This is an optimization exercise on Yosys and OpenROAD, whose aim is small area, a short achievable clock period and few clock cycles per item, not a production implementation. For this run, only the layout was checked, not whether the RTL still works. No activity file was given, so power comes from the tool's default toggle rates.

===== flow/config.mk =====
export PLATFORM = sky130hd
export DESIGN_NAME = top
export DESIGN_NICKNAME = top
export VERILOG_FILES = /design/flow/design.v
export SDC_FILE = /design/flow/constraint.sdc
export NUM_CORES = 4
export LEC_CHECK = 0
export ABC_AREA = 1
export CAP_MARGIN = 20
export CORE_MARGIN = 2
export CORE_UTILIZATION = 40
export PLACE_DENSITY = 0.6
export SLEW_MARGIN = 20

===== flow/constraint.sdc =====
create_clock -name core_clock -period 13.0 [get_ports {clk}]
set_input_delay 2.6000 -clock core_clock [delete_from_list [all_inputs] [get_ports {clk}]]
set_output_delay 2.6000 -clock core_clock [all_outputs]
set_load 0.01 [all_outputs]

===== flow/design.v =====
module top(input  logic [15:0] data_i,
           input  logic        valid_i,
           input  logic        clk,
           input  logic        rst_n,
           output logic        ready_o,
           output logic        valid_o,
           output logic [31:0] password_o);
    localparam int PW = 25;
    localparam int LO = 5;
    logic        got_n;    
    logic        rdy;      
    logic        tk;       
    logic [15:0] cnt;      
    logic        drain;    
    logic [15:0] x;        
    logic        xv;       
    logic        mv;       
    logic        big;      
    logic        big_in;   
    logic        big_nx;   
    assign ready_o = rdy;
    assign mv      = valid_i & got_n & rdy & rst_n;
    assign big     = xv & !rdy;
    assign big_in  = (data_i[14:11] != 4'd0) || (data_i[10:0] >= 11'd1600);
    assign big_nx  = x[14:0] >= 15'd3200;
    always_ff @(posedge clk) begin
        got_n <= rst_n & (got_n | valid_i);
        tk    <= mv;
        if (big) begin
            x[14:6] <= x[14:6] - 9'd25;
        end else begin
            x  <= data_i;
        end
        xv  <= rst_n & (big | mv);
        rdy <= !rst_n | (big ? !big_nx : !(mv & big_in));
    end
    logic [3:0]  qh;
    logic [6:0]  rh;
    always_comb begin
        case (x[10:6])
            5'd0: begin qh = 4'd0; rh = 7'd0; end
            5'd1: begin qh = 4'd0; rh = 7'd64; end
            5'd2: begin qh = 4'd1; rh = 7'd28; end
            5'd3: begin qh = 4'd1; rh = 7'd92; end
            5'd4: begin qh = 4'd2; rh = 7'd56; end
            5'd5: begin qh = 4'd3; rh = 7'd20; end
            5'd6: begin qh = 4'd3; rh = 7'd84; end
            5'd7: begin qh = 4'd4; rh = 7'd48; end
            5'd8: begin qh = 4'd5; rh = 7'd12; end
            5'd9: begin qh = 4'd5; rh = 7'd76; end
            5'd10: begin qh = 4'd6; rh = 7'd40; end
            5'd11: begin qh = 4'd7; rh = 7'd4; end
            5'd12: begin qh = 4'd7; rh = 7'd68; end
            5'd13: begin qh = 4'd8; rh = 7'd32; end
            5'd14: begin qh = 4'd8; rh = 7'd96; end
            5'd15: begin qh = 4'd9; rh = 7'd60; end
            5'd16: begin qh = 4'd10; rh = 7'd24; end
            5'd17: begin qh = 4'd10; rh = 7'd88; end
            5'd18: begin qh = 4'd11; rh = 7'd52; end
            5'd19: begin qh = 4'd12; rh = 7'd16; end
            5'd20: begin qh = 4'd12; rh = 7'd80; end
            5'd21: begin qh = 4'd13; rh = 7'd44; end
            5'd22: begin qh = 4'd14; rh = 7'd8; end
            5'd23: begin qh = 4'd14; rh = 7'd72; end
            5'd24: begin qh = 4'd15; rh = 7'd36; end
            default: begin qh = 4'd0; rh = 7'd0; end
        endcase
    end
    logic [7:0]  hs;
    logic        hge;
    logic [3:0]  q_h;
    logic [6:0]  r_h;
    assign hs  = {1'b0, rh} + {2'b0, x[5:0]};
    assign hge = hs >= 8'd100;
    assign r_h = hge ? 7'(hs - 8'd100) : hs[6:0];
    assign q_h = qh + {3'd0, hge};
    logic [3:0] q1;
    logic [6:0] a1;
    logic       d1, i1;
    logic       xm;        
    assign xm = rst_n & xv & rdy;
    always_ff @(posedge clk) begin
        q1 <= xm ? q_h : 4'd0;
        a1 <= !xm ? 7'd0 : x[15] ? r_h : 7'(7'd100 - r_h);
        d1 <= x[15] | !xm;
        i1 <= rst_n & big;
    end
    logic [6:0] dial;
    logic [7:0] a;
    logic       ge, le, hit, hit1;
    logic [6:0] ndial;
    always_comb begin
        logic       c;
        logic [6:0] b;
        b = a1;
        c = 1'b0;
        for (int i = 0; i < 7; i++) begin
            a[i] = dial[i] ^ b[i] ^ c;
            c = (dial[i] & b[i]) | (c & (dial[i] ^ b[i]));
        end
        a[7] = c;
    end
    assign ge    = a[7] | (a[6] & a[5] & (a[4] | a[3] | a[2]));
    assign le    = !ge | (a == 8'd100);
    assign hit   = d1 ? ge : (le && dial != 7'd0);
    assign ndial = ge ? 7'(a - 8'd100) : a[6:0];
    logic [PW-1:0] pw;
    logic [LO:0]   lo;
    logic          cy;
    logic [PW-LO-1:0] hi_n;
    assign lo = {1'b0, pw[LO-1:0]} + (LO+1)'({i1, q1}) + (LO+1)'(hit1);
    always_comb
        for (int i = 0; i < PW - LO; i++)
            hi_n[i] = pw[LO + i] ^ (cy & &(pw[PW-1:LO] | ~((PW-LO)'((1 << i) - 1))));
    always_ff @(posedge clk) begin
        if (!got_n) begin
            dial <= 7'd50;
            hit1 <= 1'b0;
            cy   <= 1'b0;
            pw   <= '0;
        end else begin
            dial <= ndial;
            hit1 <= hit;
            cy   <= lo[LO];
            pw   <= {hi_n, lo[LO-1:0]};
        end
    end
    always_ff @(posedge clk) begin
        if (!got_n) cnt <= data_i;
        else        cnt <= cnt - {15'd0, tk | drain};
        drain   <= got_n & (drain | (cnt == 16'd0 && !xv));
        valid_o <= rst_n & got_n & drain & (cnt[1:0] == 2'd3);
    end
    assign password_o = {{(32 - PW){1'b0}}, pw};
endmodule

===== flow/run.sh =====
#!/bin/bash
# synth_recipe.tcl (not shown) runs the flow's synth.tcl, then flattens the netlist and writes it again
# the make line also repeats each setting of config.mk as NAME=value (left out here)
make -C /OpenROAD-flow-scripts/flow DESIGN_CONFIG=/design/flow/config.mk WORK_HOME=/design/flow/orfs CLKGATE_MAP_FILE= SYNTH_SCRIPT=/design/flow/synth_recipe.tcl finish

==> run summary <==
-- power by group --
group	leakage, nW	switching [mW]	total (mW)	internal (mW)
logic	1.58	0.0745	0.123	0.0480
registers	0.781	0.0121	0.317	0.305
clock network	0.161	0.109	0.297	0.188
-- logic make-up after synthesis --
| kind of cell | count (synthesis) | share of synthesized area, % |
|---|---|---|
| simple gates | 268 | 24.8 |
| xor+xnor | 19 | 3.64 |
| fa+ha+maj | 36 | 10.8 |
| other cells | 1 | 0.0784 |
| compound gates | 97 | 11.0 |
| buf+inv | 111 | 9.26 |
| flops | 93 | 40.4 |
-- area by class of cell --
type,instances,area (um2),share of cell area [%]
multi-input cells,427,2430,42.6
flip-flops and latches,93,1930,33.9
well taps,143,179,3.14
clock inverters,6,110,1.93
clock buffers,10,229,4.01
repair buffers,47,465,8.16
inverters,95,357,6.25
-- worst paths after layout --
path	startpoint	end	slack [ps]	cells after the start
worst min register to register	d1	hit1	460	2
worst max-delay path	data_i[7]	rh[5]	8590	11
worst min-delay path	d1	hit1	460	2
worst max register to register	dial[0]	dial[6]	9520	16
-- metal layers --
| metal | global-route usage (%) | part of all wire, % |
|---|---|---|
| met1 | 20.0 | 46 |
| met2 | 28.9 | 49 |
| met3 | 3.40 | 3.7 |
| met4 | 5.69 | 1.1 |
| met5 | 0 | 0 |
-- through the flow --
stage | utilization (%) | setup slack (ps) | total power, mW
finish | 49.3 | 8590 | 0.737
floorplan | - | 9080 | 0.416
global placement | 46.4 | 8100 | 0.443
CTS | 49.3 | 8370 | 0.745
detailed placement | 46.4 | 8000 | 0.446
global route | 49.3 | 8360 | 0.779
-- sequential cells by signal, indices dropped and copies added, names as in the netlist, 3 cells and up --
signal,flops
x,16
a1,7
rh,5
cnt,16
q1,4
pw,25
qh,3
dial,7
-- placed cells by master (no fill, tap or decap), types with 2 or more instances in the layout --
cell and count:
bufinv_16 3, clkinv_1 3, nand2_2 4, nor4_1 8, clkdlybuf4s50_1 45, nor2_2 2, fa_1 9, o211ai_1 2
or2_2 9, inv_1 93, nor3_1 16, nand4_1 8, nand2_1 112, edfxtp_1 7, a21oi_1 31, nand3b_1 2
xor2_1 8, nand3_1 26, a31oi_1 8, clkbuf_16 9, o21ai_0 47, conb_1 7, dfxtp_1 86, buf_4 2
ha_1 27, xnor2_1 10, nand2_4 2, nand3_2 2, nor2_1 75
-- worst max-delay path, cell delays in order --
cell	delay, ps
clkdlybuf4s50_1	510
nand2_1	60
o21ai_0	360
inv_1	210
ha_1	280
inv_1	60
nor2_1	30
o21ai_0	250
inv_1	90
o21ai_0	110
nand2_1	80
==> metrics.cfg <==
[status]
status = finished clean

[grt]
first_global_vias = 3920
antenna_found_initial = 0
grt_max_degree = 36
grt_pass1_wl_um = 17200
grt.total_usage_pct = 16.4
overflow = 0

[timing]
fin_tns_setup_ps = 0
tightestPinTransition_ps = 863
period_share_pct = 33.9
hold_violations = 0
drv_slew = 0
whs_ps = 455
maxSlewHeadroom_pct = 41.9
fin_skew_ps = 6.74
finalSetupViolCount = 0
timing.fmax_ghz = 0.227
rsz0062_at_grt = false
period_needed_ps = 4410

[drt]
num_vias = 3913
avgRoutedWirePerCell_um = 12.0
wirelength_um = 9810
ant_nets = 0
firstDrtPassIters = 4
drc_errors = 0
viasPerCell = 4.77
drtIter0Drc = 249

[clocking]
path_clk_slew_ps = 60
htree_levels = 3
cts_hold_buf = 0
post_cts_resized = 0
cts.sinks = 93
post_cts_buffers = 0
cts_made_buffers = 9
cts_tree = yes
clk_path_buf_depth = 2
clock_latency_ps = 340
cts_root_buf = clkbuf_16

[synth]
synth_commonest_cells = 112 x nand2_1, 93 x inv_1, 86 x dfxtp_1
synth.distinct_cells = 38
synth_top_area_share_pct = 36.0
seq_area_frac_synth_pct = 40.4
synth_flop_cell = dfxtp_1
syn_inst = 625
synthTopCellsByArea = dfxtp_1 36%, nand2_1 8.8%, inv_1 7.3%, ha_1 7.1%, nor2_1 5.9%
yosysWarnings = 1
synth_most_common_cell = nand2_1
syn_area_mm2 = 0.00478
synth_seq_cells = 93
avgSynthCellArea_um2 = 7.66
synth_edf_count = 7
synth_area_leader_cell = dfxtp_1
async_flop_share_pct = 0

[placed_design]
gp_congestion = 0.864
hpwl_um = 7450
port_buffers = 45
placed_area_mm2 = 0.00537
dp.cells = 805

[final_layout]
antenna_cells = 0
layout-drive-gt1-share_pct = 5.60
area_growth_syn_to_layout_pct = 19.2
finalNetCount = 728
final_area_mm2 = 0.00570
instances_no_fill = 821
nFillCells = 1169

[setup_path]
cp-start-kind = input pin
crit_required_ps = 13220
crit_path_end_kind = flop
path_max_fanout = 8
critPathKind = input pin to flop
arrival_ps = 4630

[hold_path]
min_path_type = flop to flop

[floorplan]
boundaryPins = 53
die_h_um = 113
die-area_mm2 = 0.0129
die_x_um = 113
fp-row-count = 39
start_util_pct = 41.4
core_mm2 = 0.0116

[power_and_ir_drop]
p_per_area_mw_per_mm2 = 129
p_leak_nw = 2.52
ir_worst_vdd_uv = 59.7

[run]
maxCapViolCount = 0

-- re-timing with driven ports --
How much do the figures lean on ideal ports? The routed layout below was timed once more, with nothing changed but the port constraints. Step 1, drivers: a clkbuf_16 drives clk and a buf_2 each remaining input, both assumed. Step 2 also shifts input and output timing later by t, the mid clock arrival at the registers, as if the neighbouring blocks saw the same clock. Three values: ideal, step 1, step 2; two values: the first two.
t, ns: 0.377
setup slack, ns: 8.591 / 8.608 / 8.231
latest minus earliest clock arrival (ns): 0.008 / 0.008
pins driven straight from the clock port: 1
After both steps setup and hold are still met in this run. For this run, drivers alone change the setup slack by +0.017 ns; drivers and shift together by -0.360 ns.
